Background: an optimization exercise with open tools, aiming at small area. Do not read the settings as production practice.
Function was checked by simulation only, so behaviour that the tests miss may differ from the original.
Power and IR drop assume default switching activity.

## top
module top #(
  parameter STARTUP_WAIT = 32'd2000,
  parameter FRAME_WAIT = 32'd4500,
  parameter JUMP_DURATION = 32'd950000
)(
  input clk,
  input rst,
  input btn1,
  output io_sclk,
  output io_sdin,
  output io_cs,
  output io_dc,
  output io_reset
);
Size in the first run: ~390 cells after synthesis, about 8 I/O pins, ~2700 um2 of cells after synthesis.
clock: 5.0 ns
lec_check: 0
cap_margin: 20
core_margin: 2
core_utilization: 70
slew_margin: 20
standard.sh (not shown) runs the stock make flow with config.mk's settings and CLKGATE_MAP_FILE= SYNTH_SCRIPT=/design/flow/synth_recipe.tcl, a recipe that flattens the netlist after the stock synthesis.
==> flow/flow/run.sh <==
#!/bin/bash
# Own layout flow: the standard flow, except that after the standard
# synthesis the combinational logic is mapped again by ABC with an
# area-oriented script (the standard synthesis maps for speed). Registers,
# their names and cell types are left exactly as the standard synthesis made
# them. Each tool's output goes to a log file of its own in this folder.
set -euo pipefail

WORK=$(pwd)
FLOWDIR=$WORK/flow
RES=$WORK/orfs/results/$FLOW_PLATFORM/top/base
LIB=$FLOW_HOME/platforms/$FLOW_PLATFORM/lib/sky130_fd_sc_hd__tt_025C_1v80.lib
YOSYS=$(command -v yosys || echo "$FLOW_HOME/../tools/install/yosys/bin/yosys")

# 1. the standard synthesis, unchanged.
bash standard.sh synth > "$WORK/log_1_standard_synth.log" 2>&1
cp "$RES/1_2_yosys.v" "$WORK/standard_1_2_yosys.v"

# 2. Map the combinational logic again for area. Flip-flop cells are kept
#    as black boxes, so their instances stay as they are.
DONT_USE=""
for c in $(grep -o 'sky130_fd_sc_hd__\(lpflow\|probe\)[a-z0-9_]*' "$LIB" | sort -u); do
  DONT_USE="$DONT_USE -dont_use $c"
done
cat > "$WORK/remap.ys" <<EOS
read_liberty -ignore_miss_func $LIB
blackbox sky130_fd_sc_hd__df* sky130_fd_sc_hd__edf* sky130_fd_sc_hd__sdf* sky130_fd_sc_hd__sedf* sky130_fd_sc_hd__dl* sky130_fd_sc_hd__sdl*
read_verilog $WORK/standard_1_2_yosys.v
hierarchy -check -top $FLOW_TOP
flatten
opt -purge
abc -liberty $LIB $DONT_USE -script $FLOWDIR/area.abc
opt_clean -purge
hilomap -singleton -hicell sky130_fd_sc_hd__conb_1 HI -locell sky130_fd_sc_hd__conb_1 LO
splitnets
opt_clean -purge
tee -o $WORK/remap_stat.txt stat -liberty $LIB
write_verilog -noattr -nohex -nodec $WORK/remapped_1_2_yosys.v
EOS
"$YOSYS" -s "$WORK/remap.ys" > "$WORK/log_2_remap.log" 2>&1

# Use the remapped netlist only if it keeps every flip-flop instance.
n_std=$(grep -c 'sky130_fd_sc_hd__\(df\|edf\|sdf\|sedf\)' "$WORK/standard_1_2_yosys.v" || true)
n_new=$(grep -c 'sky130_fd_sc_hd__\(df\|edf\|sdf\|sedf\)' "$WORK/remapped_1_2_yosys.v" || true)
if [[ "$n_std" == "$n_new" ]]; then
  cp "$WORK/remapped_1_2_yosys.v" "$RES/1_2_yosys.v"
  touch "$RES/1_2_yosys.v"
else
  echo "remap changed the flip-flops ($n_std -> $n_new); keeping the standard netlist" >> "$WORK/log_2_remap.log"
fi

# 3. The rest of the standard flow, from the netlist on. Every port still
#    gets a buffer, but the smallest one; the clock tree uses small buffers
#    and no dummy loads.
bash standard.sh \
  "BUFFER_PORTS_ARGS=-buffer_cell sky130_fd_sc_hd__buf_1" \
  "CTS_ARGS=-sink_clustering_enable -repair_clock_nets -dont_use_dummy_load -buf_list sky130_fd_sc_hd__clkbuf_16 -root_buf sky130_fd_sc_hd__clkbuf_16 -sink_clustering_size 60 -sink_clustering_max_diameter 500 -sink_buffer_max_cap_derate 1.0" \
  finish > "$WORK/log_3_standard_layout.log" 2>&1
Other scripts of this flow, unchanged in this note and not shown: flow/flow/area.abc
The starting point finished with timing, DRC and antenna clean.
Rerun with:
--- a/flow/flow/run.sh
+++ b/flow/flow/run.sh
@@ -52,7 +52,2 @@
-# 3. The rest of the standard flow, from the netlist on. Every port still
-#    gets a buffer, but the smallest one; the clock tree uses small buffers
-#    and no dummy loads.
-bash standard.sh \
-  "BUFFER_PORTS_ARGS=-buffer_cell sky130_fd_sc_hd__buf_1" \
-  "CTS_ARGS=-sink_clustering_enable -repair_clock_nets -dont_use_dummy_load -buf_list sky130_fd_sc_hd__clkbuf_16 -root_buf sky130_fd_sc_hd__clkbuf_16 -sink_clustering_size 60 -sink_clustering_max_diameter 500 -sink_buffer_max_cap_derate 1.0" \
-  finish > "$WORK/log_3_standard_layout.log" 2>&1
+# 3. The rest of the standard flow, from the netlist on.
+bash standard.sh > "$WORK/log_3_standard_layout.log" 2>&1
--- a/flow/config.mk
+++ b/flow/config.mk
@@ -10 +10 @@
-export CORE_UTILIZATION = 70
+export CORE_UTILIZATION = 40
Outcome: The changed run finished with timing, DRC and antenna clean; maximum frequency drops by roughly a tenth; clock skew drops by 0.0050 ns; final area climbs slightly; power drops by a little under a tenth; register-to-register slack gains 0.04 ns; worst setup slack loses 0.39 ns.
Rerun with:
--- a/flow/flow/run.sh
+++ b/flow/flow/run.sh
@@ -52,2 +52,7 @@
-# 3. The rest of the standard flow, from the netlist on.
-bash standard.sh > "$WORK/log_3_standard_layout.log" 2>&1
+# 3. The rest of the standard flow, from the netlist on. Every port still
+#    gets a buffer, but the smallest one; the clock tree uses small buffers
+#    and no dummy loads.
+bash standard.sh \
+  "BUFFER_PORTS_ARGS=-buffer_cell sky130_fd_sc_hd__buf_1" \
+  "CTS_ARGS=-sink_clustering_enable -repair_clock_nets -dont_use_dummy_load -buf_list sky130_fd_sc_hd__clkbuf_8 -root_buf sky130_fd_sc_hd__clkbuf_8 -sink_clustering_size 30 -sink_clustering_max_diameter 500 -sink_buffer_max_cap_derate 0.5" \
+  finish > "$WORK/log_3_standard_layout.log" 2>&1
--- a/flow/config.mk
+++ b/flow/config.mk
@@ -10 +10 @@
-export CORE_UTILIZATION = 40
+export CORE_UTILIZATION = 70
Synthesized cell count is unchanged.
Final cell count decreases by about 7%.
Register-to-register slack improves by 0.03 ns.
Routed wire length fell by 1.3%.
Die area goes down by 41%.
Clock power decreases by about 11%.
Sequential cell count does not change.
Core utilization went up by 33 points.
Rerun with:
--- a/flow/flow/run.sh
+++ b/flow/flow/run.sh
@@ -57 +57 @@
-  "CTS_ARGS=-sink_clustering_enable -repair_clock_nets -dont_use_dummy_load -buf_list sky130_fd_sc_hd__clkbuf_8 -root_buf sky130_fd_sc_hd__clkbuf_8 -sink_clustering_size 30 -sink_clustering_max_diameter 500 -sink_buffer_max_cap_derate 0.5" \
+  "CTS_ARGS=-sink_clustering_enable -repair_clock_nets -dont_use_dummy_load -buf_list sky130_fd_sc_hd__clkbuf_16 -root_buf sky130_fd_sc_hd__clkbuf_16 -sink_clustering_size 60 -sink_clustering_max_diameter 300" \
Result: The changed run finished clean. Critical path depth stays the same. Die area is unchanged. Final area goes up by about 2%.

[port drivers added, routing unchanged]
The flow's constraints put no driver on any port. The routed layouts listed below were extracted and timed again, unchanged, in two steps.
Step 1 sets driving cells, clkbuf_16 on the clock port and buf_2 on the other inputs (assumed; they add their load-dependent delay and slew).
Step 2, shift: input delay + t, output delay - t, t = (earliest + latest rising clock arrival at the registers) / 2. This alone moves slack from input paths to output paths.
a / b / c = ideal ports / drivers / drivers and shift; a / b = the first two.
run | t, ns | slack for setup (ns) | clock arrival spread, ns | worst register clock-pin slew, ns
the first run | 0.317 | 1.819 / 1.788 / 2.008 | 0.013 / 0.013 | 0.07 / 0.07
the second run | 0.336 | 1.426 / 1.397 / 1.733 | 0.008 / 0.008 | 0.10 / 0.10
the third run | 0.333 | 1.805 / 1.775 / 2.081 | 0.021 / 0.021 | 0.10 / 0.10
the fourth run | 0.317 | 1.819 / 1.788 / 2.008 | 0.013 / 0.013 | 0.07 / 0.07
After both steps setup and hold are still met in every run listed.
